Source: an optimization exercise on an open RTL-to-GDS flow (aim: small area, a short achievable clock period and few clock cycles per item). Production flows keep margins and buffers that such runs may drop.
In this exercise RTL edits were held to simulation tests only and were not proved equivalent to the original.

## flow/design.v (module list and top-level ports; edited modules follow where they fit)
// module fp16_add_comb: 121 lines
// module fp16_mul_comb: 243 lines
// module fp16_from_int8: 266 lines
// module fp16_rsqrt_comb: 42 lines
// module layernorm: 126 lines
module layernorm #(
  parameter DIM = 64
) (
  input  wire        clk_i,
  input  wire        rst_i,
  input  wire        start_i,
  input  wire [DIM*16-1:0] x_i,
  output reg  [5:0]  w_sel_o,
  output reg  [6:0]  w_addr_o,
  input  wire [7:0]  w_data_i,
  input  wire [5:0]  gamma_sel_i,
  input  wire [15:0] gamma_scale_i,
  input  wire [15:0] beta_scale_i,
  output reg  [DIM*16-1:0] y_o,
  output reg               done_o,
  output reg               busy_o
);
  // ...
==> flow/inv_sqrt_lut.hex <==
8000
7fc0
7f81
7f42
7f03
7ec5
7e87
7e49
7e0c
7dcf
7d92
7d56
7d1a
7cde
7ca3
7c68
7c2e
7bf3
7bb9
7b80
7b46
7b0d
7ad5
7a9c
7a64
7a2c
79f5
79be
7987
7950
791a
78e4
78ae
7878
7843
780e
77da
77a5
7771
773d
770a
76d6
76a3
7670
763e
760b
75d9
75a8
7576
7545
7514
74e3
74b2
7482
7452
7422
73f2
73c3
7393
7364
7336
7307
72d9
72aa
727d
724f
7221
71f4
71c7
719a
716e
7141
7115
70e9
70bd
7091
7066
703b
7010
6fe5
6fba
6f90
6f66
6f3b
6f12
6ee8
6ebe
6e95
6e6c
6e43
6e1a
6df1
6dc9
6da0
6d78
6d50
6d29
6d01
6cda
6cb2
6c8b
6c64
6c3d
6c17
6bf0
6bca
6ba4
6b7e
6b58
6b32
6b0d
6ae8
6ac2
6a9d
6a78
6a54
6a2f
6a0b
69e6
69c2
699e
697a
6956
6933
690f
68ec
68c9
68a6
6883
6860
683e
681b
67f9
67d6
67b4
6792
6771
674f
672d
670c
66ea
66c9
66a8
6687
6666
6646
6625
6605
65e4
65c4
65a4
6584
6564
6544
6525
6505
64e6
64c7
64a7
6488
6469
644a
642c
640d
63ef
63d0
63b2
6394
6376
6358
633a
631c
62fe
62e1
62c3
62a6
6289
626c
624f
6232
6215
61f8
61db
61bf
61a2
6186
616a
614e
6132
6116
60fa
60de
60c2
60a7
608b
6070
6054
6039
601e
6003
5fe8
5fcd
5fb2
5f98
5f7d
5f63
5f48
5f2e
5f13
5ef9
5edf
5ec5
5eab
5e91
5e78
5e5e
5e44
5e2b
5e11
5df8
5ddf
5dc5
5dac
5d93
5d7a
5d61
5d49
5d30
5d17
5cff
5ce6
5cce
5cb5
5c9d
5c85
5c6d
5c55
5c3d
5c25
5c0d
5bf5
5bde
5bc6
5bae
5b97
5b7f
5b68
5b51
5b3a
5b23
5b0b
5af4
5ade
5ac7
5ab0
5a99
5a82
5a55
5a28
59fc
59d0
59a3
5978
594c
5921
58f6
58cb
58a0
5876
584c
5822
57f8
57cf
57a5
577c
5754
572b
5703
56db
56b3
568b
5664
563d
5615
55ef
55c8
55a2
557b
5555
5530
550a
54e4
54bf
549a
5475
5451
542c
5408
53e4
53c0
539c
5378
5355
5332
530f
52ec
52c9
52a7
5284
5262
5240
521e
51fc
51db
51b9
5198
5177
5156
5135
5115
50f4
50d4
50b4
5094
5074
5054
5035
5015
4ff6
4fd7
4fb8
4f99
4f7a
4f5c
4f3d
4f1f
4f01
4ee3
4ec5
4ea7
4e8a
4e6c
4e4f
4e31
4e14
4df7
4dda
4dbe
4da1
4d85
4d68
4d4c
4d30
4d14
4cf8
4cdc
4cc1
4ca5
4c8a
4c6e
4c53
4c38
4c1d
4c02
4be7
4bcd
4bb2
4b98
4b7e
4b63
4b49
4b2f
4b15
4afc
4ae2
4ac8
4aaf
4a95
4a7c
4a63
4a4a
4a31
4a18
49ff
49e7
49ce
49b6
499d
4985
496d
4955
493d
4925
490d
48f5
48dd
48c6
48ae
4897
4880
4868
4851
483a
4823
480c
47f6
47df
47c8
47b2
479b
4785
476f
4758
4742
472c
4716
4700
46eb
46d5
46bf
46aa
4694
467f
4669
4654
463f
462a
4615
4600
45eb
45d6
45c1
45ad
4598
4583
456f
455b
4546
4532
451e
450a
44f6
44e2
44ce
44ba
44a6
4492
447f
446b
4458
4444
4431
441e
440a
43f7
43e4
43d1
43be
43ab
4398
4385
4373
4360
434d
433b
4328
4316
4303
42f1
42df
42cc
42ba
42a8
4296
4284
4272
4260
424e
423d
422b
4219
4208
41f6
41e5
41d3
41c2
41b1
419f
418e
417d
416c
415b
414a
4139
4128
4117
4106
40f5
40e5
40d4
40c3
40b3
40a2
4092
4082
4071
4061
4051
4040
4030
4020
4010
==> flow/flow/run.sh <==
#!/bin/bash
# The standard layout (standard.sh, unchanged synthesis and SDC), with
#  - every input and output port still buffered, with a plain buf_1 instead
#    of the delay buffer buffer_ports picks by default.
# The clock period and constraints are the design's.
set -euo pipefail
MARGIN=$(cat flow/margin.txt)
bash standard.sh SETUP_SLACK_MARGIN=$MARGIN \
  "BUFFER_PORTS_ARGS=-buffer_cell sky130_fd_sc_hd__buf_1" finish > standard.log 2>&1
==> flow/flow/margin.txt <==
49
==> flow/standard.sh <==
#!/bin/bash
# synth_recipe.tcl (not shown) runs the flow's synth.tcl, then flattens the netlist and writes it again
# the make line also repeats each setting of config.mk as NAME=value (left out here)
make -C /OpenROAD-flow-scripts/flow DESIGN_CONFIG=/design/flow/config.mk WORK_HOME=/design/flow/orfs CLKGATE_MAP_FILE= SYNTH_SCRIPT=/design/flow/synth_recipe.tcl "${@:-finish}"
==> flow/config.mk <==
export PLATFORM = sky130hd
export DESIGN_NAME = layernorm
export DESIGN_NICKNAME = layernorm
export VERILOG_FILES = /design/flow/design.v
export SDC_FILE = /design/flow/constraint.sdc
export NUM_CORES = 4
export LEC_CHECK = 0
export ABC_AREA = 1
export CAP_MARGIN = 20
export CELL_PAD_IN_SITES_DETAIL_PLACEMENT = 0
export CELL_PAD_IN_SITES_GLOBAL_PLACEMENT = 0
export CORE_AREA = 4 4 1096 341
export DIE_AREA = 0 0 1100 345
export PLACE_DENSITY = 0.45
export SETUP_SLACK_MARGIN = 3
export SLEW_MARGIN = 20
export SYNTH_MEMORY_MAX_BITS = 16384
==> flow/constraint.sdc <==
create_clock -name core_clock -period 65.0 [get_ports {clk_i}]
set_input_delay 13.0000 -clock core_clock [delete_from_list [all_inputs] [get_ports {clk_i}]]
set_output_delay 13.0000 -clock core_clock [all_outputs]
set_load 0.01 [all_outputs]
==> impl_metrics.toml, run 1 <==
[clock_network]
cts_buffer_depth = 4
cts_max_level = 3
post_cts_resized = 346
cts.sinks = 1210
cts_buffers = 102

[finish]
buf_share_pct = 11.92
signal_buffers = 2620
final_core_util_pct = 27.97
multi_input_area_share_pct = 48.99

[outcome]
status = "complete, no violations"

[yosys]
muxShareOfSynthArea_pct = 0.1917
yosys-top-cells-area = "dfxtp_1 30%, nand2_1 8.6%, o21ai_0 8.2%"
synthSimpleGateAreaFrac_pct = 22.69
synth_xor_area_share_pct = 2.538
syn_area_um2 = 78340
yosysTopAreaCell = "dfxtp_1"
synth.top_cell.area_share_pct = 29.72
ys_seq_area_share_pct = 31.52
syn_area_per_cell_um2 = 7.164

[timing]
skew_ns = 0.09073
worst_slew_pin_slew_ns = 1.382
worst_slack_ns = 49.51
holdWs_ns = 0.3043
setup_viol_count_final = 0

[die]
coreArea_um2 = 365200
dieArea_um2 = 379500
die_y_um = 345
io-pin-count = 2112

[placed_design]
dp.final_hpwl_um = 492700
portBuffers = 2110

[critical_path]
critPathSlowestCell = "fa_1"
crit_end = "sq_b[1]"
r2r_end = "sq_b[1]"
crit_type = "register to register"

[global_routing]
grt_pass1_vias = 82950
grt.met2_usage_pct = 35.60
gr-max-usage-layer = "met1"

[routing]
via_count = 93379
wl_met1_um = 288600
detail_route.first_pass.iterations = 6
drtIter0Drc = 12930
Testbench counts, summed over its fixed seeds: cycles 33,800, items 256.
==> module fp16_rsqrt_comb, before the edit <==
module fp16_rsqrt_comb (
  input  wire [15:0] val_i,
  output reg  [15:0] result_o
);
  wire [4:0] e = val_i[14:10];
  wire [9:0] f = val_i[9:0];
  wire is_zero = (e == 5'd0);
  wire is_inf  = (e == 5'd31);
  wire parity = ~e[0];
  reg [15:0] lut_mem [0:511];
  initial $readmemh("inv_sqrt_lut.hex", lut_mem);
  wire [15:0] lut_out = lut_mem[{parity, f[9:2]}];
  wire k_is_15 = lut_out[15];
  wire signed [6:0] base = $signed({2'b0, 5'd15}) -
                            $signed({2'b0, e}) +
                            $signed({6'd0, parity});
  wire signed [6:0] half_base = base >>> 1;
  wire signed [6:0] out_e_s = half_base + (k_is_15 ? 7'sd15 : 7'sd14);
  wire [9:0] raw_frac   = lut_out[13:4];
  wire       guard       = lut_out[3];
  wire       round_bit   = lut_out[2];
  wire       sticky      = |lut_out[1:0];
  wire       round_up    = guard & (round_bit | sticky | raw_frac[0]);
  wire [10:0] rounded    = {1'b0, raw_frac} + {10'd0, round_up};
  wire        round_ovf  = rounded[10];
  wire [9:0] out_frac = k_is_15   ? 10'd0 :
                         round_ovf ? 10'd0 : rounded[9:0];
  wire signed [6:0] out_e_adj = round_ovf ? (out_e_s + 7'sd1) : out_e_s;
  always @(*) begin
    if (is_zero) begin
      result_o = 16'h7C00;
    end else if (is_inf) begin
      result_o = 16'h0000;
    end else if (out_e_adj <= 7'sd0) begin
      result_o = 16'h0000;
    end else if (out_e_adj >= 7'sd31) begin
      result_o = 16'h7C00;
    end else begin
      result_o = {1'b0, out_e_adj[4:0], out_frac};
    end
  end
endmodule
==> module layernorm, before the edit <==
module layernorm #(
  parameter DIM = 64
) (
  input  wire        clk_i,
  input  wire        rst_i,
  input  wire        start_i,
  input  wire [DIM*16-1:0] x_i,
  output reg  [5:0]  w_sel_o,
  output reg  [6:0]  w_addr_o,
  input  wire [7:0]  w_data_i,
  input  wire [5:0]  gamma_sel_i,
  input  wire [15:0] gamma_scale_i,
  input  wire [15:0] beta_scale_i,
  output reg  [DIM*16-1:0] y_o,
  output reg               done_o,
  output reg               busy_o
);
  localparam [4:0]  INV_N_EXP = 5'd15 - $clog2(DIM);
  localparam [15:0] INV_N = {1'b0, INV_N_EXP, 10'd0};
  reg  [7:0]  k;
  reg  [4:0]  jsel;
  reg         sum_ph;     
  reg         d_ph;       
  reg         norm_ph;    
  reg         gam_ph;     
  reg  [15:0] xr_a, xr_b;
  reg  [15:0] acc;
  reg  [15:0] d_r;
  reg  [15:0] sq_a, sq_b;
  reg  [15:0] neg_mean;
  reg  [15:0] inv_std;
  reg  [15:0] scale_r;
  reg  [7:0]  wd_r;
  wire [15:0] x_a = x_i[jsel*32      +: 16];
  wire [15:0] x_b = x_i[jsel*32 + 16 +: 16];
  wire [15:0] d_a, d_b;
  fp16_add_comb u_sub_a (.a_i(xr_a), .b_i(neg_mean), .sum_o(d_a));
  fp16_add_comb u_sub_b (.a_i(xr_b), .b_i(neg_mean), .sum_o(d_b));
  wire [15:0] deq_fp16;
  fp16_from_int8 u_deq (.val_i(wd_r), .fp16_o(deq_fp16));
  wire [15:0] gamma_tap = y_o[15:0];
  wire [15:0] m_g, m_a, m_b;
  fp16_mul_comb u_mul_g (.a_i(norm_ph ? d_r : deq_fp16), .b_i(norm_ph ? inv_std : scale_r), .prod_o(m_g));
  fp16_mul_comb u_mul_a (.a_i(norm_ph ? m_g : d_a), .b_i(norm_ph ? gamma_tap : d_a), .prod_o(m_a));
  fp16_mul_comb u_mul_b (.a_i(norm_ph ? deq_fp16 : d_b), .b_i(norm_ph ? scale_r : d_b), .prod_o(m_b));
  wire [15:0] p_a = sum_ph ? xr_a : sq_a;
  wire [15:0] p_b = sum_ph ? xr_b : sq_b;
  wire [15:0] c1, c2;
  fp16_add_comb u_add1 (.a_i(acc), .b_i(p_a), .sum_o(c1));
  fp16_add_comb u_add2 (.a_i(c1), .b_i(p_b), .sum_o(c2));
  wire [15:0] mean_w;
  fp16_mul_comb u_mean (.a_i(c2), .b_i(INV_N), .prod_o(mean_w));
  wire [15:0] var_w;
  fp16_mul_comb u_var (.a_i(acc), .b_i(INV_N), .prod_o(var_w));
  wire [15:0] rsq;
  fp16_rsqrt_comb u_rsqrt (.val_i(var_w), .result_o(rsq));
  always @(posedge clk_i) begin
    y_o <= {(gam_ph ? m_g : c2), y_o[DIM*16-1:16]};
  end
  always @(posedge clk_i) begin
    xr_a <= x_a;
    xr_b <= x_b;
    wd_r <= w_data_i;
    if (k == 8'd0 || k == 8'd32 || k == 8'd33) acc <= 16'd0;
    else if (d_ph) acc <= 16'h8000;
    else acc <= c2;
    d_r <= k[0] ? d_b : d_a;
    if (k == 8'd32) neg_mean <= {~mean_w[15], mean_w[14:0]};
    if (k == 8'd66) inv_std <= rsq;
    sq_a <= m_a;
    sq_b <= m_b;
    if (k == 8'd0) scale_r <= gamma_scale_i;
    else if (k == 8'd66) scale_r <= beta_scale_i;
  end
  always @(posedge clk_i) begin
    if (rst_i) begin
      k       <= 8'd0;
      done_o  <= 1'b0;
      busy_o  <= 1'b0;
    end else begin
      done_o <= 1'b0;
      if (k == 8'd0) begin
        if (start_i) begin
          k      <= 8'd1;
          busy_o <= 1'b1;
        end
      end else if (k == 8'd131) begin
        k      <= 8'd0;
        done_o <= 1'b1;
        busy_o <= 1'b0;
      end else begin
        k <= k + 8'd1;
      end
    end
  end
  always @(posedge clk_i) begin
    if (rst_i) begin
      jsel    <= 5'd0;
      d_ph    <= 1'b0;
      sum_ph  <= 1'b1;
      norm_ph <= 1'b0;
      gam_ph  <= 1'b1;
      w_sel_o <= 6'd0;
      w_addr_o <= 7'd0;
    end else begin
      if (k == 8'd0 || k == 8'd131) begin
        jsel    <= start_i && k == 8'd0 ? 5'd1 : 5'd0;
        d_ph    <= 1'b0;
        sum_ph  <= 1'b1;
        norm_ph <= 1'b0;
        gam_ph  <= 1'b1;
        w_sel_o <= gamma_sel_i;
        w_addr_o <= 7'd0;
      end else begin
        if (k < 8'd63) jsel <= k[4:0] + 5'd1;
        else jsel <= k[5:1];           
        sum_ph  <= (k + 8'd1) <= 8'd32;
        d_ph    <= (k + 8'd1) >= 8'd66;
        norm_ph <= (k + 8'd1) >= 8'd67;
        gam_ph  <= (k + 8'd1) <= 8'd66;
        w_addr_o <= {1'b0, k[5:0]};
        if (k == 8'd64) w_sel_o <= w_sel_o + 6'd1;
      end
    end
  end
endmodule
==> run 2: changes to the inputs <==
--- a/flow/design.v
+++ b/flow/design.v
@@ -638,23 +638,528 @@
   wire is_inf  = (e == 5'd31);
   wire parity = ~e[0];
-  reg [15:0] lut_mem [0:511];
-  initial $readmemh("inv_sqrt_lut.hex", lut_mem);
-  wire [15:0] lut_out = lut_mem[{parity, f[9:2]}];
-  wire k_is_15 = lut_out[15];
+  reg [1:0] eadd_m14;
+  reg [9:0] out_frac;
+  always @(*) begin
+    case ({parity, f[9:2]})
+      9'd0: begin eadd_m14 = 2'd1; out_frac = 10'd0; end
+      9'd1: begin eadd_m14 = 2'd0; out_frac = 10'd1020; end
+      9'd2: begin eadd_m14 = 2'd0; out_frac = 10'd1016; end
+      9'd3: begin eadd_m14 = 2'd0; out_frac = 10'd1012; end
+      9'd4: begin eadd_m14 = 2'd0; out_frac = 10'd1008; end
+      9'd5: begin eadd_m14 = 2'd0; out_frac = 10'd1004; end
+      9'd6: begin eadd_m14 = 2'd0; out_frac = 10'd1000; end
+      9'd7: begin eadd_m14 = 2'd0; out_frac = 10'd997; end
+      9'd8: begin eadd_m14 = 2'd0; out_frac = 10'd993; end
+      9'd9: begin eadd_m14 = 2'd0; out_frac = 10'd989; end
+      9'd10: begin eadd_m14 = 2'd0; out_frac = 10'd985; end
+      9'd11: begin eadd_m14 = 2'd0; out_frac = 10'd981; end
+      9'd12: begin eadd_m14 = 2'd0; out_frac = 10'd978; end
+      9'd13: begin eadd_m14 = 2'd0; out_frac = 10'd974; end
+      9'd14: begin eadd_m14 = 2'd0; out_frac = 10'd970; end
+      9'd15: begin eadd_m14 = 2'd0; out_frac = 10'd966; end
+      9'd16: begin eadd_m14 = 2'd0; out_frac = 10'd963; end
+      9'd17: begin eadd_m14 = 2'd0; out_frac = 10'd959; end
+      9'd18: begin eadd_m14 = 2'd0; out_frac = 10'd956; end
+      9'd19: begin eadd_m14 = 2'd0; out_frac = 10'd952; end
+      9'd20: begin eadd_m14 = 2'd0; out_frac = 10'd948; end
+      9'd21: begin eadd_m14 = 2'd0; out_frac = 10'd945; end
+      9'd22: begin eadd_m14 = 2'd0; out_frac = 10'd941; end
+      9'd23: begin eadd_m14 = 2'd0; out_frac = 10'd938; end
+      9'd24: begin eadd_m14 = 2'd0; out_frac = 10'd934; end
+      9'd25: begin eadd_m14 = 2'd0; out_frac = 10'd931; end
+      9'd26: begin eadd_m14 = 2'd0; out_frac = 10'd927; end
+      9'd27: begin eadd_m14 = 2'd0; out_frac = 10'd924; end
+      9'd28: begin eadd_m14 = 2'd0; out_frac = 10'd920; end
+      9'd29: begin eadd_m14 = 2'd0; out_frac = 10'd917; end
+      9'd30: begin eadd_m14 = 2'd0; out_frac = 10'd914; end
+      9'd31: begin eadd_m14 = 2'd0; out_frac = 10'd910; end
+      9'd32: begin eadd_m14 = 2'd0; out_frac = 10'd907; end
+      9'd33: begin eadd_m14 = 2'd0; out_frac = 10'd904; end
+      9'd34: begin eadd_m14 = 2'd0; out_frac = 10'd900; end
+      9'd35: begin eadd_m14 = 2'd0; out_frac = 10'd897; end
+      9'd36: begin eadd_m14 = 2'd0; out_frac = 10'd894; end
+      9'd37: begin eadd_m14 = 2'd0; out_frac = 10'd890; end
+      9'd38: begin eadd_m14 = 2'd0; out_frac = 10'd887; end
+      9'd39: begin eadd_m14 = 2'd0; out_frac = 10'd884; end
+      9'd40: begin eadd_m14 = 2'd0; out_frac = 10'd881; end
+      9'd41: begin eadd_m14 = 2'd0; out_frac = 10'd877; end
+      9'd42: begin eadd_m14 = 2'd0; out_frac = 10'd874; end
+      9'd43: begin eadd_m14 = 2'd0; out_frac = 10'd871; end
+      9'd44: begin eadd_m14 = 2'd0; out_frac = 10'd868; end
+      9'd45: begin eadd_m14 = 2'd0; out_frac = 10'd865; end
+      9'd46: begin eadd_m14 = 2'd0; out_frac = 10'd862; end
+      9'd47: begin eadd_m14 = 2'd0; out_frac = 10'd858; end
+      9'd48: begin eadd_m14 = 2'd0; out_frac = 10'd855; end
+      9'd49: begin eadd_m14 = 2'd0; out_frac = 10'd852; end
+      9'd50: begin eadd_m14 = 2'd0; out_frac = 10'd849; end
+      9'd51: begin eadd_m14 = 2'd0; out_frac = 10'd846; end
+      9'd52: begin eadd_m14 = 2'd0; out_frac = 10'd843; end
+      9'd53: begin eadd_m14 = 2'd0; out_frac = 10'd840; end
+      9'd54: begin eadd_m14 = 2'd0; out_frac = 10'd837; end
+      9'd55: begin eadd_m14 = 2'd0; out_frac = 10'd834; end
+      9'd56: begin eadd_m14 = 2'd0; out_frac = 10'd831; end
+      9'd57: begin eadd_m14 = 2'd0; out_frac = 10'd828; end
+      9'd58: begin eadd_m14 = 2'd0; out_frac = 10'd825; end
+      9'd59: begin eadd_m14 = 2'd0; out_frac = 10'd822; end
+      9'd60: begin eadd_m14 = 2'd0; out_frac = 10'd819; end
+      9'd61: begin eadd_m14 = 2'd0; out_frac = 10'd816; end
+      9'd62: begin eadd_m14 = 2'd0; out_frac = 10'd814; end
+      9'd63: begin eadd_m14 = 2'd0; out_frac = 10'd811; end
+      9'd64: begin eadd_m14 = 2'd0; out_frac = 10'd808; end
+      9'd65: begin eadd_m14 = 2'd0; out_frac = 10'd805; end
+      9'd66: begin eadd_m14 = 2'd0; out_frac = 10'd802; end
+      9'd67: begin eadd_m14 = 2'd0; out_frac = 10'd799; end
+      9'd68: begin eadd_m14 = 2'd0; out_frac = 10'd796; end
+      9'd69: begin eadd_m14 = 2'd0; out_frac = 10'd794; end
+      9'd70: begin eadd_m14 = 2'd0; out_frac = 10'd791; end
+      9'd71: begin eadd_m14 = 2'd0; out_frac = 10'd788; end
+      9'd72: begin eadd_m14 = 2'd0; out_frac = 10'd785; end
+      9'd73: begin eadd_m14 = 2'd0; out_frac = 10'd783; end
+      9'd74: begin eadd_m14 = 2'd0; out_frac = 10'd780; end
+      9'd75: begin eadd_m14 = 2'd0; out_frac = 10'd777; end
+      9'd76: begin eadd_m14 = 2'd0; out_frac = 10'd774; end
+      9'd77: begin eadd_m14 = 2'd0; out_frac = 10'd772; end
+      9'd78: begin eadd_m14 = 2'd0; out_frac = 10'd769; end
+      9'd79: begin eadd_m14 = 2'd0; out_frac = 10'd766; end
+      9'd80: begin eadd_m14 = 2'd0; out_frac = 10'd764; end
+      9'd81: begin eadd_m14 = 2'd0; out_frac = 10'd761; end
+      9'd82: begin eadd_m14 = 2'd0; out_frac = 10'd758; end
+      9'd83: begin eadd_m14 = 2'd0; out_frac = 10'd756; end
+      9'd84: begin eadd_m14 = 2'd0; out_frac = 10'd753; end
+      9'd85: begin eadd_m14 = 2'd0; out_frac = 10'd750; end
+      9'd86: begin eadd_m14 = 2'd0; out_frac = 10'd748; end
+      9'd87: begin eadd_m14 = 2'd0; out_frac = 10'd745; end
+      9'd88: begin eadd_m14 = 2'd0; out_frac = 10'd743; end
+      9'd89: begin eadd_m14 = 2'd0; out_frac = 10'd740; end
+      9'd90: begin eadd_m14 = 2'd0; out_frac = 10'd738; end
+      9'd91: begin eadd_m14 = 2'd0; out_frac = 10'd735; end
+      9'd92: begin eadd_m14 = 2'd0; out_frac = 10'd733; end
+      9'd93: begin eadd_m14 = 2'd0; out_frac = 10'd730; end
+      9'd94: begin eadd_m14 = 2'd0; out_frac = 10'd728; end
+      9'd95: begin eadd_m14 = 2'd0; out_frac = 10'd725; end
+      9'd96: begin eadd_m14 = 2'd0; out_frac = 10'd723; end
+      9'd97: begin eadd_m14 = 2'd0; out_frac = 10'd720; end
+      9'd98: begin eadd_m14 = 2'd0; out_frac = 10'd718; end
+      9'd99: begin eadd_m14 = 2'd0; out_frac = 10'd715; end
+      9'd100: begin eadd_m14 = 2'd0; out_frac = 10'd713; end
+      9'd101: begin eadd_m14 = 2'd0; out_frac = 10'd710; end
+      9'd102: begin eadd_m14 = 2'd0; out_frac = 10'd708; end
+      9'd103: begin eadd_m14 = 2'd0; out_frac = 10'd705; end
+      9'd104: begin eadd_m14 = 2'd0; out_frac = 10'd703; end
+      9'd105: begin eadd_m14 = 2'd0; out_frac = 10'd701; end
+      9'd106: begin eadd_m14 = 2'd0; out_frac = 10'd698; end
+      9'd107: begin eadd_m14 = 2'd0; out_frac = 10'd696; end
+      9'd108: begin eadd_m14 = 2'd0; out_frac = 10'd694; end
+      9'd109: begin eadd_m14 = 2'd0; out_frac = 10'd691; end
+      9'd110: begin eadd_m14 = 2'd0; out_frac = 10'd689; end
+      9'd111: begin eadd_m14 = 2'd0; out_frac = 10'd686; end
+      9'd112: begin eadd_m14 = 2'd0; out_frac = 10'd684; end
+      9'd113: begin eadd_m14 = 2'd0; out_frac = 10'd682; end
+      9'd114: begin eadd_m14 = 2'd0; out_frac = 10'd680; end
+      9'd115: begin eadd_m14 = 2'd0; out_frac = 10'd677; end
+      9'd116: begin eadd_m14 = 2'd0; out_frac = 10'd675; end
+      9'd117: begin eadd_m14 = 2'd0; out_frac = 10'd673; end
+      9'd118: begin eadd_m14 = 2'd0; out_frac = 10'd670; end
+      9'd119: begin eadd_m14 = 2'd0; out_frac = 10'd668; end
+      9'd120: begin eadd_m14 = 2'd0; out_frac = 10'd666; end
+      9'd121: begin eadd_m14 = 2'd0; out_frac = 10'd664; end
+      9'd122: begin eadd_m14 = 2'd0; out_frac = 10'd661; end
+      9'd123: begin eadd_m14 = 2'd0; out_frac = 10'd659; end
+      9'd124: begin eadd_m14 = 2'd0; out_frac = 10'd657; end
+      9'd125: begin eadd_m14 = 2'd0; out_frac = 10'd655; end
+      9'd126: begin eadd_m14 = 2'd0; out_frac = 10'd653; end
+      9'd127: begin eadd_m14 = 2'd0; out_frac = 10'd650; end
+      9'd128: begin eadd_m14 = 2'd0; out_frac = 10'd648; end
+      9'd129: begin eadd_m14 = 2'd0; out_frac = 10'd646; end
+      9'd130: begin eadd_m14 = 2'd0; out_frac = 10'd644; end
+      9'd131: begin eadd_m14 = 2'd0; out_frac = 10'd642; end
+      9'd132: begin eadd_m14 = 2'd0; out_frac = 10'd640; end
+      9'd133: begin eadd_m14 = 2'd0; out_frac = 10'd637; end
+      9'd134: begin eadd_m14 = 2'd0; out_frac = 10'd635; end
+      9'd135: begin eadd_m14 = 2'd0; out_frac = 10'd633; end
+      9'd136: begin eadd_m14 = 2'd0; out_frac = 10'd631; end
+      9'd137: begin eadd_m14 = 2'd0; out_frac = 10'd629; end
+      9'd138: begin eadd_m14 = 2'd0; out_frac = 10'd627; end
+      9'd139: begin eadd_m14 = 2'd0; out_frac = 10'd625; end
+      9'd140: begin eadd_m14 = 2'd0; out_frac = 10'd623; end
+      9'd141: begin eadd_m14 = 2'd0; out_frac = 10'd621; end
+      9'd142: begin eadd_m14 = 2'd0; out_frac = 10'd618; end
+      9'd143: begin eadd_m14 = 2'd0; out_frac = 10'd616; end
+      9'd144: begin eadd_m14 = 2'd0; out_frac = 10'd614; end
+      9'd145: begin eadd_m14 = 2'd0; out_frac = 10'd612; end
+      9'd146: begin eadd_m14 = 2'd0; out_frac = 10'd610; end
+      9'd147: begin eadd_m14 = 2'd0; out_frac = 10'd608; end
+      9'd148: begin eadd_m14 = 2'd0; out_frac = 10'd606; end
+      9'd149: begin eadd_m14 = 2'd0; out_frac = 10'd604; end
+      9'd150: begin eadd_m14 = 2'd0; out_frac = 10'd602; end
+      9'd151: begin eadd_m14 = 2'd0; out_frac = 10'd600; end
+      9'd152: begin eadd_m14 = 2'd0; out_frac = 10'd598; end
+      9'd153: begin eadd_m14 = 2'd0; out_frac = 10'd596; end
+      9'd154: begin eadd_m14 = 2'd0; out_frac = 10'd594; end
+      9'd155: begin eadd_m14 = 2'd0; out_frac = 10'd592; end
+      9'd156: begin eadd_m14 = 2'd0; out_frac = 10'd590; end
+      9'd157: begin eadd_m14 = 2'd0; out_frac = 10'd588; end
+      9'd158: begin eadd_m14 = 2'd0; out_frac = 10'd586; end
+      9'd159: begin eadd_m14 = 2'd0; out_frac = 10'd584; end
+      9'd160: begin eadd_m14 = 2'd0; out_frac = 10'd583; end
+      9'd161: begin eadd_m14 = 2'd0; out_frac = 10'd581; end
+      9'd162: begin eadd_m14 = 2'd0; out_frac = 10'd579; end
+      9'd163: begin eadd_m14 = 2'd0; out_frac = 10'd577; end
+      9'd164: begin eadd_m14 = 2'd0; out_frac = 10'd575; end
+      9'd165: begin eadd_m14 = 2'd0; out_frac = 10'd573; end
+      9'd166: begin eadd_m14 = 2'd0; out_frac = 10'd571; end
+      9'd167: begin eadd_m14 = 2'd0; out_frac = 10'd569; end
+      9'd168: begin eadd_m14 = 2'd0; out_frac = 10'd567; end
+      9'd169: begin eadd_m14 = 2'd0; out_frac = 10'd566; end
+      9'd170: begin eadd_m14 = 2'd0; out_frac = 10'd564; end
+      9'd171: begin eadd_m14 = 2'd0; out_frac = 10'd562; end
+      9'd172: begin eadd_m14 = 2'd0; out_frac = 10'd560; end
+      9'd173: begin eadd_m14 = 2'd0; out_frac = 10'd558; end
+      9'd174: begin eadd_m14 = 2'd0; out_frac = 10'd556; end
+      9'd175: begin eadd_m14 = 2'd0; out_frac = 10'd554; end
+      9'd176: begin eadd_m14 = 2'd0; out_frac = 10'd553; end
+      9'd177: begin eadd_m14 = 2'd0; out_frac = 10'd551; end
+      9'd178: begin eadd_m14 = 2'd0; out_frac = 10'd549; end
+      9'd179: begin eadd_m14 = 2'd0; out_frac = 10'd547; end
+      9'd180: begin eadd_m14 = 2'd0; out_frac = 10'd545; end
+      9'd181: begin eadd_m14 = 2'd0; out_frac = 10'd544; end
+      9'd182: begin eadd_m14 = 2'd0; out_frac = 10'd542; end
+      9'd183: begin eadd_m14 = 2'd0; out_frac = 10'd540; end
+      9'd184: begin eadd_m14 = 2'd0; out_frac = 10'd538; end
+      9'd185: begin eadd_m14 = 2'd0; out_frac = 10'd536; end
+      9'd186: begin eadd_m14 = 2'd0; out_frac = 10'd535; end
+      9'd187: begin eadd_m14 = 2'd0; out_frac = 10'd533; end
+      9'd188: begin eadd_m14 = 2'd0; out_frac = 10'd531; end
+      9'd189: begin eadd_m14 = 2'd0; out_frac = 10'd529; end
+      9'd190: begin eadd_m14 = 2'd0; out_frac = 10'd528; end
+      9'd191: begin eadd_m14 = 2'd0; out_frac = 10'd526; end
+      9'd192: begin eadd_m14 = 2'd0; out_frac = 10'd524; end
+      9'd193: begin eadd_m14 = 2'd0; out_frac = 10'd522; end
+      9'd194: begin eadd_m14 = 2'd0; out_frac = 10'd521; end
+      9'd195: begin eadd_m14 = 2'd0; out_frac = 10'd519; end
+      9'd196: begin eadd_m14 = 2'd0; out_frac = 10'd517; end
+      9'd197: begin eadd_m14 = 2'd0; out_frac = 10'd516; end
+      9'd198: begin eadd_m14 = 2'd0; out_frac = 10'd514; end
+      9'd199: begin eadd_m14 = 2'd0; out_frac = 10'd512; end
+      9'd200: begin eadd_m14 = 2'd0; out_frac = 10'd510; end
+      9'd201: begin eadd_m14 = 2'd0; out_frac = 10'd509; end
+      9'd202: begin eadd_m14 = 2'd0; out_frac = 10'd507; end
+      9'd203: begin eadd_m14 = 2'd0; out_frac = 10'd506; end
+      9'd204: begin eadd_m14 = 2'd0; out_frac = 10'd504; end
+      9'd205: begin eadd_m14 = 2'd0; out_frac = 10'd502; end
+      9'd206: begin eadd_m14 = 2'd0; out_frac = 10'd500; end
+      9'd207: begin eadd_m14 = 2'd0; out_frac = 10'd499; end
+      9'd208: begin eadd_m14 = 2'd0; out_frac = 10'd497; end
+      9'd209: begin eadd_m14 = 2'd0; out_frac = 10'd496; end
+      9'd210: begin eadd_m14 = 2'd0; out_frac = 10'd494; end
+      9'd211: begin eadd_m14 = 2'd0; out_frac = 10'd492; end
+      9'd212: begin eadd_m14 = 2'd0; out_frac = 10'd491; end
+      9'd213: begin eadd_m14 = 2'd0; out_frac = 10'd489; end
+      9'd214: begin eadd_m14 = 2'd0; out_frac = 10'd488; end
+      9'd215: begin eadd_m14 = 2'd0; out_frac = 10'd486; end
+      9'd216: begin eadd_m14 = 2'd0; out_frac = 10'd484; end
+      9'd217: begin eadd_m14 = 2'd0; out_frac = 10'd483; end
+      9'd218: begin eadd_m14 = 2'd0; out_frac = 10'd481; end
+      9'd219: begin eadd_m14 = 2'd0; out_frac = 10'd480; end
+      9'd220: begin eadd_m14 = 2'd0; out_frac = 10'd478; end
+      9'd221: begin eadd_m14 = 2'd0; out_frac = 10'd476; end
+      9'd222: begin eadd_m14 = 2'd0; out_frac = 10'd475; end
+      9'd223: begin eadd_m14 = 2'd0; out_frac = 10'd473; end
+      9'd224: begin eadd_m14 = 2'd0; out_frac = 10'd472; end
+      9'd225: begin eadd_m14 = 2'd0; out_frac = 10'd470; end
+      9'd226: begin eadd_m14 = 2'd0; out_frac = 10'd469; end
+      9'd227: begin eadd_m14 = 2'd0; out_frac = 10'd467; end
+      9'd228: begin eadd_m14 = 2'd0; out_frac = 10'd465; end
+      9'd229: begin eadd_m14 = 2'd0; out_frac = 10'd464; end
+      9'd230: begin eadd_m14 = 2'd0; out_frac = 10'd462; end
+      9'd231: begin eadd_m14 = 2'd0; out_frac = 10'd461; end
+      9'd232: begin eadd_m14 = 2'd0; out_frac = 10'd459; end
+      9'd233: begin eadd_m14 = 2'd0; out_frac = 10'd458; end
+      9'd234: begin eadd_m14 = 2'd0; out_frac = 10'd456; end
+      9'd235: begin eadd_m14 = 2'd0; out_frac = 10'd455; end
+      9'd236: begin eadd_m14 = 2'd0; out_frac = 10'd453; end
+      9'd237: begin eadd_m14 = 2'd0; out_frac = 10'd452; end
+      9'd238: begin eadd_m14 = 2'd0; out_frac = 10'd450; end
+      9'd239: begin eadd_m14 = 2'd0; out_frac = 10'd449; end
+      9'd240: begin eadd_m14 = 2'd0; out_frac = 10'd447; end
+      9'd241: begin eadd_m14 = 2'd0; out_frac = 10'd446; end
+      9'd242: begin eadd_m14 = 2'd0; out_frac = 10'd444; end
+      9'd243: begin eadd_m14 = 2'd0; out_frac = 10'd443; end
+      9'd244: begin eadd_m14 = 2'd0; out_frac = 10'd441; end
+      9'd245: begin eadd_m14 = 2'd0; out_frac = 10'd440; end
+      9'd246: begin eadd_m14 = 2'd0; out_frac = 10'd438; end
+      9'd247: begin eadd_m14 = 2'd0; out_frac = 10'd437; end
+      9'd248: begin eadd_m14 = 2'd0; out_frac = 10'd436; end
+      9'd249: begin eadd_m14 = 2'd0; out_frac = 10'd434; end
+      9'd250: begin eadd_m14 = 2'd0; out_frac = 10'd433; end
+      9'd251: begin eadd_m14 = 2'd0; out_frac = 10'd431; end
+      9'd252: begin eadd_m14 = 2'd0; out_frac = 10'd430; end
+      9'd253: begin eadd_m14 = 2'd0; out_frac = 10'd428; end
+      9'd254: begin eadd_m14 = 2'd0; out_frac = 10'd427; end
+      9'd255: begin eadd_m14 = 2'd0; out_frac = 10'd426; end
+      9'd256: begin eadd_m14 = 2'd0; out_frac = 10'd424; end
+      9'd257: begin eadd_m14 = 2'd0; out_frac = 10'd421; end
+      9'd258: begin eadd_m14 = 2'd0; out_frac = 10'd418; end
+      9'd259: begin eadd_m14 = 2'd0; out_frac = 10'd416; end
+      9'd260: begin eadd_m14 = 2'd0; out_frac = 10'd413; end
+      9'd261: begin eadd_m14 = 2'd0; out_frac = 10'd410; end
+      9'd262: begin eadd_m14 = 2'd0; out_frac = 10'd408; end
+      9'd263: begin eadd_m14 = 2'd0; out_frac = 10'd405; end
+      9'd264: begin eadd_m14 = 2'd0; out_frac = 10'd402; end
+      9'd265: begin eadd_m14 = 2'd0; out_frac = 10'd399; end
+      9'd266: begin eadd_m14 = 2'd0; out_frac = 10'd397; end
+      9'd267: begin eadd_m14 = 2'd0; out_frac = 10'd394; end
+      9'd268: begin eadd_m14 = 2'd0; out_frac = 10'd391; end
+      9'd269: begin eadd_m14 = 2'd0; out_frac = 10'd389; end
+      9'd270: begin eadd_m14 = 2'd0; out_frac = 10'd386; end
+      9'd271: begin eadd_m14 = 2'd0; out_frac = 10'd384; end
+      9'd272: begin eadd_m14 = 2'd0; out_frac = 10'd381; end
+      9'd273: begin eadd_m14 = 2'd0; out_frac = 10'd378; end
+      9'd274: begin eadd_m14 = 2'd0; out_frac = 10'd376; end
+      9'd275: begin eadd_m14 = 2'd0; out_frac = 10'd373; end
+      9'd276: begin eadd_m14 = 2'd0; out_frac = 10'd371; end
+      9'd277: begin eadd_m14 = 2'd0; out_frac = 10'd368; end
+      9'd278: begin eadd_m14 = 2'd0; out_frac = 10'd366; end
+      9'd279: begin eadd_m14 = 2'd0; out_frac = 10'd363; end
+      9'd280: begin eadd_m14 = 2'd0; out_frac = 10'd361; end
+      9'd281: begin eadd_m14 = 2'd0; out_frac = 10'd358; end
+      9'd282: begin eadd_m14 = 2'd0; out_frac = 10'd356; end
+      9'd283: begin eadd_m14 = 2'd0; out_frac = 10'd353; end
+      9'd284: begin eadd_m14 = 2'd0; out_frac = 10'd351; end
+      9'd285: begin eadd_m14 = 2'd0; out_frac = 10'd348; end
+      9'd286: begin eadd_m14 = 2'd0; out_frac = 10'd346; end
+      9'd287: begin eadd_m14 = 2'd0; out_frac = 10'd344; end
+      9'd288: begin eadd_m14 = 2'd0; out_frac = 10'd341; end
+      9'd289: begin eadd_m14 = 2'd0; out_frac = 10'd339; end
+      9'd290: begin eadd_m14 = 2'd0; out_frac = 10'd337; end
+      9'd291: begin eadd_m14 = 2'd0; out_frac = 10'd334; end
+      9'd292: begin eadd_m14 = 2'd0; out_frac = 10'd332; end
+      9'd293: begin eadd_m14 = 2'd0; out_frac = 10'd330; end
+      9'd294: begin eadd_m14 = 2'd0; out_frac = 10'd327; end
+      9'd295: begin eadd_m14 = 2'd0; out_frac = 10'd325; end
+      9'd296: begin eadd_m14 = 2'd0; out_frac = 10'd323; end
+      9'd297: begin eadd_m14 = 2'd0; out_frac = 10'd320; end
+      9'd298: begin eadd_m14 = 2'd0; out_frac = 10'd318; end
+      9'd299: begin eadd_m14 = 2'd0; out_frac = 10'd316; end
+      9'd300: begin eadd_m14 = 2'd0; out_frac = 10'd314; end
+      9'd301: begin eadd_m14 = 2'd0; out_frac = 10'd312; end
+      9'd302: begin eadd_m14 = 2'd0; out_frac = 10'd309; end
+      9'd303: begin eadd_m14 = 2'd0; out_frac = 10'd307; end
+      9'd304: begin eadd_m14 = 2'd0; out_frac = 10'd305; end
+      9'd305: begin eadd_m14 = 2'd0; out_frac = 10'd303; end
+      9'd306: begin eadd_m14 = 2'd0; out_frac = 10'd301; end
+      9'd307: begin eadd_m14 = 2'd0; out_frac = 10'd298; end
+      9'd308: begin eadd_m14 = 2'd0; out_frac = 10'd296; end
+      9'd309: begin eadd_m14 = 2'd0; out_frac = 10'd294; end
+      9'd310: begin eadd_m14 = 2'd0; out_frac = 10'd292; end
+      9'd311: begin eadd_m14 = 2'd0; out_frac = 10'd290; end
+      9'd312: begin eadd_m14 = 2'd0; out_frac = 10'd288; end
+      9'd313: begin eadd_m14 = 2'd0; out_frac = 10'd286; end
+      9'd314: begin eadd_m14 = 2'd0; out_frac = 10'd284; end
+      9'd315: begin eadd_m14 = 2'd0; out_frac = 10'd282; end
+      9'd316: begin eadd_m14 = 2'd0; out_frac = 10'd279; end
+      9'd317: begin eadd_m14 = 2'd0; out_frac = 10'd277; end
+      9'd318: begin eadd_m14 = 2'd0; out_frac = 10'd275; end
+      9'd319: begin eadd_m14 = 2'd0; out_frac = 10'd273; end
+      9'd320: begin eadd_m14 = 2'd0; out_frac = 10'd271; end
+      9'd321: begin eadd_m14 = 2'd0; out_frac = 10'd269; end
+      9'd322: begin eadd_m14 = 2'd0; out_frac = 10'd267; end
+      9'd323: begin eadd_m14 = 2'd0; out_frac = 10'd265; end
+      9'd324: begin eadd_m14 = 2'd0; out_frac = 10'd263; end
+      9'd325: begin eadd_m14 = 2'd0; out_frac = 10'd261; end
+      9'd326: begin eadd_m14 = 2'd0; out_frac = 10'd259; end
+      9'd327: begin eadd_m14 = 2'd0; out_frac = 10'd257; end
+      9'd328: begin eadd_m14 = 2'd0; out_frac = 10'd255; end
+      9'd329: begin eadd_m14 = 2'd0; out_frac = 10'd253; end
+      9'd330: begin eadd_m14 = 2'd0; out_frac = 10'd252; end
+      9'd331: begin eadd_m14 = 2'd0; out_frac = 10'd250; end
+      9'd332: begin eadd_m14 = 2'd0; out_frac = 10'd248; end
+      9'd333: begin eadd_m14 = 2'd0; out_frac = 10'd246; end
+      9'd334: begin eadd_m14 = 2'd0; out_frac = 10'd244; end
+      9'd335: begin eadd_m14 = 2'd0; out_frac = 10'd242; end
+      9'd336: begin eadd_m14 = 2'd0; out_frac = 10'd240; end
+      9'd337: begin eadd_m14 = 2'd0; out_frac = 10'd238; end
+      9'd338: begin eadd_m14 = 2'd0; out_frac = 10'd236; end
+      9'd339: begin eadd_m14 = 2'd0; out_frac = 10'd234; end
+      9'd340: begin eadd_m14 = 2'd0; out_frac = 10'd233; end
+      9'd341: begin eadd_m14 = 2'd0; out_frac = 10'd231; end
+      9'd342: begin eadd_m14 = 2'd0; out_frac = 10'd229; end
+      9'd343: begin eadd_m14 = 2'd0; out_frac = 10'd227; end
+      9'd344: begin eadd_m14 = 2'd0; out_frac = 10'd225; end
+      9'd345: begin eadd_m14 = 2'd0; out_frac = 10'd223; end
+      9'd346: begin eadd_m14 = 2'd0; out_frac = 10'd222; end
+      9'd347: begin eadd_m14 = 2'd0; out_frac = 10'd220; end
+      9'd348: begin eadd_m14 = 2'd0; out_frac = 10'd218; end
+      9'd349: begin eadd_m14 = 2'd0; out_frac = 10'd216; end
+      9'd350: begin eadd_m14 = 2'd0; out_frac = 10'd214; end
+      9'd351: begin eadd_m14 = 2'd0; out_frac = 10'd213; end
+      9'd352: begin eadd_m14 = 2'd0; out_frac = 10'd211; end
+      9'd353: begin eadd_m14 = 2'd0; out_frac = 10'd209; end
+      9'd354: begin eadd_m14 = 2'd0; out_frac = 10'd208; end
+      9'd355: begin eadd_m14 = 2'd0; out_frac = 10'd206; end
+      9'd356: begin eadd_m14 = 2'd0; out_frac = 10'd204; end
+      9'd357: begin eadd_m14 = 2'd0; out_frac = 10'd202; end
+      9'd358: begin eadd_m14 = 2'd0; out_frac = 10'd201; end
+      9'd359: begin eadd_m14 = 2'd0; out_frac = 10'd199; end
+      9'd360: begin eadd_m14 = 2'd0; out_frac = 10'd197; end
+      9'd361: begin eadd_m14 = 2'd0; out_frac = 10'd196; end
+      9'd362: begin eadd_m14 = 2'd0; out_frac = 10'd194; end
+      9'd363: begin eadd_m14 = 2'd0; out_frac = 10'd192; end
+      9'd364: begin eadd_m14 = 2'd0; out_frac = 10'd190; end
+      9'd365: begin eadd_m14 = 2'd0; out_frac = 10'd189; end
+      9'd366: begin eadd_m14 = 2'd0; out_frac = 10'd187; end
+      9'd367: begin eadd_m14 = 2'd0; out_frac = 10'd186; end
+      9'd368: begin eadd_m14 = 2'd0; out_frac = 10'd184; end
+      9'd369: begin eadd_m14 = 2'd0; out_frac = 10'd182; end
+      9'd370: begin eadd_m14 = 2'd0; out_frac = 10'd181; end
+      9'd371: begin eadd_m14 = 2'd0; out_frac = 10'd179; end
+      9'd372: begin eadd_m14 = 2'd0; out_frac = 10'd177; end
+      9'd373: begin eadd_m14 = 2'd0; out_frac = 10'd176; end
+      9'd374: begin eadd_m14 = 2'd0; out_frac = 10'd174; end
+      9'd375: begin eadd_m14 = 2'd0; out_frac = 10'd172; end
+      9'd376: begin eadd_m14 = 2'd0; out_frac = 10'd171; end
+      9'd377: begin eadd_m14 = 2'd0; out_frac = 10'd169; end
+      9'd378: begin eadd_m14 = 2'd0; out_frac = 10'd168; end
+      9'd379: begin eadd_m14 = 2'd0; out_frac = 10'd166; end
+      9'd380: begin eadd_m14 = 2'd0; out_frac = 10'd165; end
+      9'd381: begin eadd_m14 = 2'd0; out_frac = 10'd163; end
+      9'd382: begin eadd_m14 = 2'd0; out_frac = 10'd162; end
+      9'd383: begin eadd_m14 = 2'd0; out_frac = 10'd160; end
+      9'd384: begin eadd_m14 = 2'd0; out_frac = 10'd158; end
+      9'd385: begin eadd_m14 = 2'd0; out_frac = 10'd157; end
+      9'd386: begin eadd_m14 = 2'd0; out_frac = 10'd155; end
+      9'd387: begin eadd_m14 = 2'd0; out_frac = 10'd154; end
+      9'd388: begin eadd_m14 = 2'd0; out_frac = 10'd152; end
+      9'd389: begin eadd_m14 = 2'd0; out_frac = 10'd151; end
+      9'd390: begin eadd_m14 = 2'd0; out_frac = 10'd149; end
+      9'd391: begin eadd_m14 = 2'd0; out_frac = 10'd148; end
+      9'd392: begin eadd_m14 = 2'd0; out_frac = 10'd146; end
+      9'd393: begin eadd_m14 = 2'd0; out_frac = 10'd145; end
+      9'd394: begin eadd_m14 = 2'd0; out_frac = 10'd143; end
+      9'd395: begin eadd_m14 = 2'd0; out_frac = 10'd142; end
+      9'd396: begin eadd_m14 = 2'd0; out_frac = 10'd140; end
+      9'd397: begin eadd_m14 = 2'd0; out_frac = 10'd139; end
+      9'd398: begin eadd_m14 = 2'd0; out_frac = 10'd137; end
+      9'd399: begin eadd_m14 = 2'd0; out_frac = 10'd136; end
+      9'd400: begin eadd_m14 = 2'd0; out_frac = 10'd134; end
+      9'd401: begin eadd_m14 = 2'd0; out_frac = 10'd133; end
+      9'd402: begin eadd_m14 = 2'd0; out_frac = 10'd132; end
+      9'd403: begin eadd_m14 = 2'd0; out_frac = 10'd130; end
+      9'd404: begin eadd_m14 = 2'd0; out_frac = 10'd129; end
+      9'd405: begin eadd_m14 = 2'd0; out_frac = 10'd127; end
+      9'd406: begin eadd_m14 = 2'd0; out_frac = 10'd126; end
+      9'd407: begin eadd_m14 = 2'd0; out_frac = 10'd124; end
+      9'd408: begin eadd_m14 = 2'd0; out_frac = 10'd123; end
+      9'd409: begin eadd_m14 = 2'd0; out_frac = 10'd122; end
+      9'd410: begin eadd_m14 = 2'd0; out_frac = 10'd120; end
+      9'd411: begin eadd_m14 = 2'd0; out_frac = 10'd119; end
+      9'd412: begin eadd_m14 = 2'd0; out_frac = 10'd118; end
+      9'd413: begin eadd_m14 = 2'd0; out_frac = 10'd116; end
+      9'd414: begin eadd_m14 = 2'd0; out_frac = 10'd115; end
+      9'd415: begin eadd_m14 = 2'd0; out_frac = 10'd113; end
+      9'd416: begin eadd_m14 = 2'd0; out_frac = 10'd112; end
+      9'd417: begin eadd_m14 = 2'd0; out_frac = 10'd111; end
+      9'd418: begin eadd_m14 = 2'd0; out_frac = 10'd109; end
+      9'd419: begin eadd_m14 = 2'd0; out_frac = 10'd108; end
+      9'd420: begin eadd_m14 = 2'd0; out_frac = 10'd107; end
+      9'd421: begin eadd_m14 = 2'd0; out_frac = 10'd105; end
+      9'd422: begin eadd_m14 = 2'd0; out_frac = 10'd104; end
+      9'd423: begin eadd_m14 = 2'd0; out_frac = 10'd103; end
+      9'd424: begin eadd_m14 = 2'd0; out_frac = 10'd101; end
+      9'd425: begin eadd_m14 = 2'd0; out_frac = 10'd100; end
+      9'd426: begin eadd_m14 = 2'd0; out_frac = 10'd99; end
+      9'd427: begin eadd_m14 = 2'd0; out_frac = 10'd97; end
+      9'd428: begin eadd_m14 = 2'd0; out_frac = 10'd96; end
+      9'd429: begin eadd_m14 = 2'd0; out_frac = 10'd95; end
+      9'd430: begin eadd_m14 = 2'd0; out_frac = 10'd93; end
+      9'd431: begin eadd_m14 = 2'd0; out_frac = 10'd92; end
+      9'd432: begin eadd_m14 = 2'd0; out_frac = 10'd91; end
+      9'd433: begin eadd_m14 = 2'd0; out_frac = 10'd90; end
+      9'd434: begin eadd_m14 = 2'd0; out_frac = 10'd88; end
+      9'd435: begin eadd_m14 = 2'd0; out_frac = 10'd87; end
+      9'd436: begin eadd_m14 = 2'd0; out_frac = 10'd86; end
+      9'd437: begin eadd_m14 = 2'd0; out_frac = 10'd84; end
+      9'd438: begin eadd_m14 = 2'd0; out_frac = 10'd83; end
+      9'd439: begin eadd_m14 = 2'd0; out_frac = 10'd82; end
+      9'd440: begin eadd_m14 = 2'd0; out_frac = 10'd81; end
+      9'd441: begin eadd_m14 = 2'd0; out_frac = 10'd79; end
+      9'd442: begin eadd_m14 = 2'd0; out_frac = 10'd78; end
+      9'd443: begin eadd_m14 = 2'd0; out_frac = 10'd77; end
+      9'd444: begin eadd_m14 = 2'd0; out_frac = 10'd76; end
+      9'd445: begin eadd_m14 = 2'd0; out_frac = 10'd74; end
+      9'd446: begin eadd_m14 = 2'd0; out_frac = 10'd73; end
+      9'd447: begin eadd_m14 = 2'd0; out_frac = 10'd72; end
+      9'd448: begin eadd_m14 = 2'd0; out_frac = 10'd71; end
+      9'd449: begin eadd_m14 = 2'd0; out_frac = 10'd70; end
+      9'd450: begin eadd_m14 = 2'd0; out_frac = 10'd68; end
+      9'd451: begin eadd_m14 = 2'd0; out_frac = 10'd67; end
+      9'd452: begin eadd_m14 = 2'd0; out_frac = 10'd66; end
+      9'd453: begin eadd_m14 = 2'd0; out_frac = 10'd65; end
+      9'd454: begin eadd_m14 = 2'd0; out_frac = 10'd63; end
+      9'd455: begin eadd_m14 = 2'd0; out_frac = 10'd62; end
+      9'd456: begin eadd_m14 = 2'd0; out_frac = 10'd61; end
+      9'd457: begin eadd_m14 = 2'd0; out_frac = 10'd60; end
+      9'd458: begin eadd_m14 = 2'd0; out_frac = 10'd59; end
+      9'd459: begin eadd_m14 = 2'd0; out_frac = 10'd58; end
+      9'd460: begin eadd_m14 = 2'd0; out_frac = 10'd56; end
+      9'd461: begin eadd_m14 = 2'd0; out_frac = 10'd55; end
+      9'd462: begin eadd_m14 = 2'd0; out_frac = 10'd54; end
+      9'd463: begin eadd_m14 = 2'd0; out_frac = 10'd53; end
+      9'd464: begin eadd_m14 = 2'd0; out_frac = 10'd52; end
+      9'd465: begin eadd_m14 = 2'd0; out_frac = 10'd50; end
+      9'd466: begin eadd_m14 = 2'd0; out_frac = 10'd49; end
+      9'd467: begin eadd_m14 = 2'd0; out_frac = 10'd48; end
+      9'd468: begin eadd_m14 = 2'd0; out_frac = 10'd47; end
+      9'd469: begin eadd_m14 = 2'd0; out_frac = 10'd46; end
+      9'd470: begin eadd_m14 = 2'd0; out_frac = 10'd45; end
+      9'd471: begin eadd_m14 = 2'd0; out_frac = 10'd44; end
+      9'd472: begin eadd_m14 = 2'd0; out_frac = 10'd42; end
+      9'd473: begin eadd_m14 = 2'd0; out_frac = 10'd41; end
+      9'd474: begin eadd_m14 = 2'd0; out_frac = 10'd40; end
+      9'd475: begin eadd_m14 = 2'd0; out_frac = 10'd39; end
+      9'd476: begin eadd_m14 = 2'd0; out_frac = 10'd38; end
+      9'd477: begin eadd_m14 = 2'd0; out_frac = 10'd37; end
+      9'd478: begin eadd_m14 = 2'd0; out_frac = 10'd36; end
+      9'd479: begin eadd_m14 = 2'd0; out_frac = 10'd35; end
+      9'd480: begin eadd_m14 = 2'd0; out_frac = 10'd34; end
+      9'd481: begin eadd_m14 = 2'd0; out_frac = 10'd32; end
+      9'd482: begin eadd_m14 = 2'd0; out_frac = 10'd31; end
+      9'd483: begin eadd_m14 = 2'd0; out_frac = 10'd30; end
+      9'd484: begin eadd_m14 = 2'd0; out_frac = 10'd29; end
+      9'd485: begin eadd_m14 = 2'd0; out_frac = 10'd28; end
+      9'd486: begin eadd_m14 = 2'd0; out_frac = 10'd27; end
+      9'd487: begin eadd_m14 = 2'd0; out_frac = 10'd26; end
+      9'd488: begin eadd_m14 = 2'd0; out_frac = 10'd25; end
+      9'd489: begin eadd_m14 = 2'd0; out_frac = 10'd24; end
+      9'd490: begin eadd_m14 = 2'd0; out_frac = 10'd23; end
+      9'd491: begin eadd_m14 = 2'd0; out_frac = 10'd22; end
+      9'd492: begin eadd_m14 = 2'd0; out_frac = 10'd21; end
+      9'd493: begin eadd_m14 = 2'd0; out_frac = 10'd20; end
+      9'd494: begin eadd_m14 = 2'd0; out_frac = 10'd18; end
+      9'd495: begin eadd_m14 = 2'd0; out_frac = 10'd17; end
+      9'd496: begin eadd_m14 = 2'd0; out_frac = 10'd16; end
+      9'd497: begin eadd_m14 = 2'd0; out_frac = 10'd15; end
+      9'd498: begin eadd_m14 = 2'd0; out_frac = 10'd14; end
+      9'd499: begin eadd_m14 = 2'd0; out_frac = 10'd13; end
+      9'd500: begin eadd_m14 = 2'd0; out_frac = 10'd12; end
+      9'd501: begin eadd_m14 = 2'd0; out_frac = 10'd11; end
+      9'd502: begin eadd_m14 = 2'd0; out_frac = 10'd10; end
+      9'd503: begin eadd_m14 = 2'd0; out_frac = 10'd9; end
+      9'd504: begin eadd_m14 = 2'd0; out_frac = 10'd8; end
+      9'd505: begin eadd_m14 = 2'd0; out_frac = 10'd7; end
+      9'd506: begin eadd_m14 = 2'd0; out_frac = 10'd6; end
+      9'd507: begin eadd_m14 = 2'd0; out_frac = 10'd5; end
+      9'd508: begin eadd_m14 = 2'd0; out_frac = 10'd4; end
+      9'd509: begin eadd_m14 = 2'd0; out_frac = 10'd3; end
+      9'd510: begin eadd_m14 = 2'd0; out_frac = 10'd2; end
+      9'd511: begin eadd_m14 = 2'd0; out_frac = 10'd1; end
+      default: begin eadd_m14 = 2'd0; out_frac = 10'd0; end
+    endcase
+  end
   wire signed [6:0] base = $signed({2'b0, 5'd15}) -
                             $signed({2'b0, e}) +
                             $signed({6'd0, parity});
   wire signed [6:0] half_base = base >>> 1;
-  wire signed [6:0] out_e_s = half_base + (k_is_15 ? 7'sd15 : 7'sd14);
-  wire [9:0] raw_frac   = lut_out[13:4];
-  wire       guard       = lut_out[3];
-  wire       round_bit   = lut_out[2];
-  wire       sticky      = |lut_out[1:0];
-  wire       round_up    = guard & (round_bit | sticky | raw_frac[0]);
-  wire [10:0] rounded    = {1'b0, raw_frac} + {10'd0, round_up};
-  wire        round_ovf  = rounded[10];
-  wire [9:0] out_frac = k_is_15   ? 10'd0 :
-                         round_ovf ? 10'd0 : rounded[9:0];
-  wire signed [6:0] out_e_adj = round_ovf ? (out_e_s + 7'sd1) : out_e_s;
+  wire signed [6:0] out_e_adj = half_base + 7'sd14 + $signed({5'd0, eadd_m14});
   always @(*) begin
     if (is_zero) begin
@@ -688,6 +1193,4 @@
   output reg               busy_o
 );
-  localparam [4:0]  INV_N_EXP = 5'd15 - $clog2(DIM);
-  localparam [15:0] INV_N = {1'b0, INV_N_EXP, 10'd0};
   reg  [7:0]  k;
   reg  [4:0]  jsel;
@@ -722,7 +1225,7 @@
   fp16_add_comb u_add2 (.a_i(c1), .b_i(p_b), .sum_o(c2));
   wire [15:0] mean_w;
-  fp16_mul_comb u_mean (.a_i(c2), .b_i(INV_N), .prod_o(mean_w));
+  fp16_scale_inv_n #(.SH($clog2(DIM))) u_mean (.a_i(c2), .prod_o(mean_w));
   wire [15:0] var_w;
-  fp16_mul_comb u_var (.a_i(acc), .b_i(INV_N), .prod_o(var_w));
+  fp16_scale_inv_n #(.SH($clog2(DIM))) u_var (.a_i(acc), .prod_o(var_w));
   wire [15:0] rsq;
   fp16_rsqrt_comb u_rsqrt (.val_i(var_w), .result_o(rsq));
@@ -797,2 +1300,18 @@
   end
 endmodule
+module fp16_scale_inv_n #(
+  parameter SH = 6
+) (
+  input  wire [15:0] a_i,
+  output reg  [15:0] prod_o
+);
+  wire [4:0] a_exp = a_i[14:10];
+  always @(*) begin
+    if (a_exp == 5'd31)
+      prod_o = (a_i[9:0] != 10'd0) ? 16'h7E00 : {a_i[15], 5'd31, 10'd0};
+    else if (a_exp <= SH)
+      prod_o = {a_i[15], 15'd0};
+    else
+      prod_o = {a_i[15], a_exp - SH[4:0], a_i[9:0]};
+  end
+endmodule
==> flow/flow/margin.txt (replaced) <==
50
--- a/flow/config.mk
+++ b/flow/config.mk
@@ -8,9 +8,9 @@
 export ABC_AREA = 1
 export CAP_MARGIN = 20
-export CELL_PAD_IN_SITES_DETAIL_PLACEMENT = 0
-export CELL_PAD_IN_SITES_GLOBAL_PLACEMENT = 0
+export CELL_PAD_IN_SITES_DETAIL_PLACEMENT = 1
+export CELL_PAD_IN_SITES_GLOBAL_PLACEMENT = 2
 export CORE_AREA = 4 4 1096 341
 export DIE_AREA = 0 0 1100 345
-export PLACE_DENSITY = 0.45
+export PLACE_DENSITY = 0.35
 export SETUP_SLACK_MARGIN = 3
 export SLEW_MARGIN = 20
removed: flow/inv_sqrt_lut.hex
==> run 2 against run 1 <==
Net effect: utilization grew 1.4 points; first-iteration DRC count fell by 32%; largest cell class unchanged; worst setup slack worse by 0.11 ns; critical path type unchanged; still clean; register-to-register slack worse by 0.11 ns.
==> impl_metrics.toml, run 2 <==
[clock_network]
cts_buffers = 108
cts_hold_buf = 0
cts.sinks = 1210
cts_max_level = 3
clockRootBuffer = "clkbuf_16"
cts_tree = "built"
clk_latency_ns = 0.93
clkTransAtPathRegs_ns = 0.07
cts_buffer_depth = 4

[critical_path]
critPathSlowestCell = "a32oi_4"
critPathCaptureType = "register"
cp.arrival_ns = 16.17
cp_slowest_stage_delay_ns = 0.47
crit_type = "register to register"
worstPathMaxFanout = 12
cp-start-kind = "register"
cp_data_required_time_ns = 65.57

[yosys]
syn_area_um2 = 76630
async_reset_ff_share_pct = 0
yosys-top-cells-area = "dfxtp_1 30%, nand2_1 9.2%, o21ai_0 7.7%"
postSynthCellCount = 10654
synth.top_cell.area_share_pct = 30.38
syn_area_per_cell_um2 = 7.192
yosysTopAreaCell = "dfxtp_1"
yosys_warnings = 6
synth_fp_nets = 12419
synth-edff-count = 47
ys_ff_latch = 1210
ys_seq_area_share_pct = 32.23
ys.flop_type = "dfxtp_1"
synth.distinct_cells = 82
yosysMostFrequentCell = "nand2_1"
synth_common_cells = "1875 x nand2_1, 1390 x nor2_1, 1328 x inv_1"

[finish]
drive_gt1_share_pct = 17.23
final_cells = 18443
final_core_util_pct = 29.38
fin_area_um2 = 107300
largest-register = "y_o"
num-nets-final = 15144
syn_to_final_growth_pct = 40.03
mostFrequentLayoutCells = "2110 x buf_1, 1657 x nand2_1, 1268 x nor2_1, 1186 x inv_1, 1142 x dfxtp_1"
largest_register_ffs = 1024
final_common_cell = "buf_1"

[timing]
relSlewSlack_pct = 13.35
fin_crit_sh_pct = 24.00
hold_viol = 0
worst_slack_ns = 49.40
worst_slew_pin_slew_ns = 1.300
slew_violations = 0
setup_tns_ns = 0
holdWs_ns = 0.2542
rsz0062_at_grt = "yes"
max_freq_mhz = 64.11
skew_ns = 0.1284
min_period_ns = 15.60
setup_viol_count_final = 0

[routing]
totalWireLength_um = 569500
vias_per_cell = 4.866
detail_route.first_pass.iterations = 5
final_antenna_net_count = 0
drc = 0
routed.top_layer = "met5"
wl_met2_um = 210300
drtIter0Drc = 8852
via_count = 89735
wl_per_cell_um = 30.88
wl_met1_um = 303600
wl_met3_um = 47630

[global_routing]
grt_max_degree = 148
grt_pass1_wl_um = 762100
grt_use_total_pct = 28.49
antenna_found_initial = 110
gr-total-overflow = 0
grt_pass1_vias = 87360

[placed_design]
portBuffers = 2110
dp.final_hpwl_um = 474900
dpl-instance-area_um2 = 90830
dp_slack_ns = 42.90
dp_cells = 17467
routabilityCongestion = 0.9278

[die]
num_rows = 123
die_w_um = 1100
io-pin-count = 2112
initial_core_util_pct = 20.98
coreArea_um2 = 365200
dieArea_um2 = 379500
die_y_um = 345

[outcome]
status = "complete, no violations"

[min_path]
hp-class = "register to register"

[job]
max-cap-violations = 0
[run 2: area by class of cell]
cell class,instances,area (um^2)
diodes,44,110.1
well taps,4937,6177
multi-input cells,7630,50810
fillers,44791,257900
clock buffers,139,3033
repair buffers,3052,16270
inverters,1375,5439
clock inverters,54,703.2
repair inverters,2,15.01
flip-flops and latches,1210,24740
[run 2: final timing paths]
path	from	to	slack, ns	cells after the start
hold / removal	y_o[758]	y_o[742]	0.25	0
setup / recovery	sum_ph	neg_mean[2]	49.40	95
hold reg to reg	y_o[758]	y_o[742]	0.25	0
setup reg to reg	sum_ph	neg_mean[2]	49.40	95
[run 2: what timing repair did]
| item | CTS | global route |
|---|---|---|
| buffers inserted | 543 | 168 |
| endpoints found under the setup margin | 86 | 78 |
| gates resized for setup | 1038 | 619 |
| gates cloned | 22 | 4 |
| hold endpoints to repair | 0 | 0 |
| pin swaps | 304 | 352 |
[run 2: critical path: cells and delay by family, from the launching register on]
kind,cells,cell delay [ns]
DFF,1,0.42
xor gates and xnor gates,4,0.88
adders and majority gates,7,1.75
buffers and inverters,25,3.18
and+or+nand+nor,36,4.57
AOI/OAI and AO/OA,23,4.34
[run 2: routing by layer]
layer / up-vias / GRT usage (%)
li1: 40906 / -
met1: 45778 / 46.73
met2: 2713 / 36.60
met3: 314 / 7.358
met4: 24 / 3.602
met5: - / 0
[run 2: logic make-up after synthesis]
| group | share of synthesized area, % |
|---|---|
| simple gates | 22.77 |
| compound gates | 19.30 |
| buf+inv | 9.088 |
| flops | 32.23 |
| fa+ha+maj | 13.94 |
| xor+xnor | 2.532 |
| mux | 0.1306 |
| other cells | 0.004894 |
Testbench counts of run 2, summed over its fixed seeds: cycles 33,800, items 256.

[separate check: timing with driven ports]
The flow's constraints put no driver on any port. The routed layouts listed below were extracted and timed again, unchanged, in two steps. Step 1: set_driving_cell puts a clkbuf_16 on clk_i and a buf_2 on each other input, an assumption about the parent block. Step 2 moves the port delays by t, midway between the first and last clock arrival at a register: inputs arrive t later, outputs are due t later. That takes back most of the time a late clock gives input paths. Slacks: ideal ports / drivers / drivers and shift; pairs: ideal ports / drivers.
| run | shift t [ns] | slack for setup (ns) | worst hold slack (ns) | clock arrival spread, ns | pins driven straight from the clock port |
|---|---|---|---|---|---|
| run 1 | 0.965 | 49.508 / 49.508 / 49.335 | 0.304 / 0.304 / 0.304 | 0.100 / 0.099 | 1 |
| run 2 | 0.994 | 49.401 / 49.401 / 49.332 | 0.254 / 0.254 / 0.254 | 0.140 / 0.140 | 1 |
After both steps every run listed still meets setup and hold. The setup slack of run 1, which loses most, moves by 0.000 ns with the drivers and by -0.173 ns with both steps.
